From an optimization exercise on the open Yosys and OpenROAD flow, aimed at small area and a short achievable clock period; shortcuts taken in it are not production practice. At most, simulation tests tie the RTL to the original design; equivalence was not proved.

==> inputs of run B <==
==> flow/design.v (excerpt) <==
module VKSA_256_top (in_clk, in_A, in_B, in_CI, out_S, out_CO);
==> module ksa_and4, before the edit <==
module ksa_and4 (a, b, c, d, y);
  input a, b, c, d;
  output y;
  assign y = a & b & c & d;
endmodule
clock: 5.5 ns
lec_check: 0
cap_margin: 20
core_area: 17 17 227 227
cts_buf_list: sky130_fd_sc_hd__clkbuf_8 sky130_fd_sc_hd__clkbuf_16
cts_cluster_diameter: 120
cts_cluster_size: 24
die_area: 0 0 244 244
place_density: 0.5
setup_slack_margin: 3.2
slew_margin: 20
synth_hierarchical: 1
tns_end_percent: 5
standard.sh (not shown) runs the stock make flow with config.mk's settings and CLKGATE_MAP_FILE= SYNTH_SCRIPT=/design/flow/synth_recipe.tcl, a recipe that flattens the netlist after the stock synthesis.
==> flow/flow/run.sh <==
#!/bin/bash
# Standard synthesis and layout, with plain minimum-size buffers on the ports
# (buffer_ports would otherwise pick clkdlybuf4s50_1, a slow delay cell), and
# with every gate reset to its smallest drive strength after global placement
# (flow/downsize.tcl), so that timing repair upsizes only what it needs.
set -euo pipefail
bash standard.sh synth > synth.log 2>&1
bash standard.sh "BUFFER_PORTS_ARGS=-buffer_cell sky130_fd_sc_hd__buf_1" \
  "POST_GLOBAL_PLACE_TCL=$PWD/flow/downsize.tcl" finish > layout.log 2>&1
==> flow/flow/downsize.tcl <==
# Start timing repair from minimum-size gates: every combinational cell that
# synthesis mapped to a larger drive strength is swapped for the smallest cell
# of the same function (same name but for the drive-strength suffix). The
# resizer then upsizes only the gates that timing needs.
set n 0
set saved 0.0
foreach inst [get_cells *] {
  set lc [get_lib_cells -of_objects $inst]
  if {$lc eq "" || $lc eq "NULL"} { continue }
  set name [get_name $lc]
  if {![regexp {^(sky130_fd_sc_hd__[a-z0-9]+)_([0-9]+)$} $name -> base drive]} { continue }
  if {[string match "*df*" $base] || [string match "*clk*" $base] || [string match "*tap*" $base]} { continue }
  set best $name
  set best_area [get_property $lc area]
  foreach cand [get_lib_cells ${base}_*] {
    set cname [get_name $cand]
    if {![regexp "^${base}_\[0-9\]+\$" $cname]} { continue }
    if {[get_property $cand dont_use]} { continue }
    set a [get_property $cand area]
    if {$a < $best_area} { set best $cname; set best_area $a }
  }
  if {$best ne $name} {
    set saved [expr {$saved + [get_property $lc area] - $best_area}]
    replace_cell $inst [get_lib_cells $best]
    incr n
  }
}
puts "downsize.tcl: downsized $n cells, [format %.1f $saved] um2"
==> inputs of run A, as changes to run B <==
--- a/flow/design.v
+++ b/flow/design.v
@@ -33,11 +33,6 @@
   output y;
   assign y = a & b & c;
 endmodule
-module ksa_and4 (a, b, c, d, y);
-  input a, b, c, d;
-  output y;
-  assign y = a & b & c & d;
-endmodule
 module ksa_xor2 (a, b, y);
   input a, b;
   output y;
CTS_BUF_LIST = not set   (was sky130_fd_sc_hd__clkbuf_8 sky130_fd_sc_hd__clkbuf_16)
SETUP_SLACK_MARGIN = 3.25   (was 3.2)
==> flow_summary.yaml <==
final_layout:
  layout-drive-gt1-share_pct: 11.12
  n_fill_cell: 3708
  final_util_pct: 63.82
  stdcell_count: 3293
  ff_latch_area_um2: 11620
route:
  wire_per_inst_um: 24.07
  finalWirelength_um: 79260
critical_path:
  timing.rr.end: "out_S[172]"
  startpoint: "out_S[104]"
timing:
  fmax_ghz: 0.4324
power_and_ir_drop:
  p_switching_mw: 3.230
status:
  status: "timing/DRC/antenna clean"
-- figures above: run B

==> flow_summary.yaml <==
status:
  status: "timing/DRC/antenna clean"
final_layout:
  stdcell_count: 3302
  ff_latch_area_um2: 11650
  final_util_pct: 64.44
  layout-drive-gt1-share_pct: 13.08
floorplan:
  dieHeight_um: 244
timing:
  setup_slack_ns: 3.191
  drv_slew: 0
critical_path:
  startpoint: "out_S[52]"
  cp_max_fo: 1
  cp_num_buf_inv: 1
  timing.rr.end: "out_S[142]"
route:
  wire_per_inst_um: 24.05
  finalWirelength_um: 79410
power_and_ir_drop:
  p_switching_mw: 3.246
-- figures above: run A

No functional check of the RTL was part of run B.

## static timing again, ports no longer ideal
The flow's constraints put no driver on any port. The routed layouts listed below were extracted and timed again, unchanged, in two steps. Step 1: set_driving_cell puts a clkbuf_16 on in_clk and a buf_2 on each other input, an assumption about the parent block. Step 2 times the ports against the registers' clock, not the clock port: input delays grow and output delays shrink by t, the midpoint of the rising clock arrivals with the driver on. a / b / c = ideal ports / drivers / drivers and shift; a / b = the first two.
| run | t, ns | slack for setup (ns) | cell pins on the clock port's net |
|---|---|---|---|
| run B | 0.628 | 3.187 / 3.126 / 2.623 | 1 |
| run A | 0.627 | 3.191 / 3.131 / 2.624 | 1 |
After both steps setup and hold are still met in every run listed. The setup slack of run A, which loses most, moves by -0.060 ns with the drivers and by -0.567 ns with both steps.
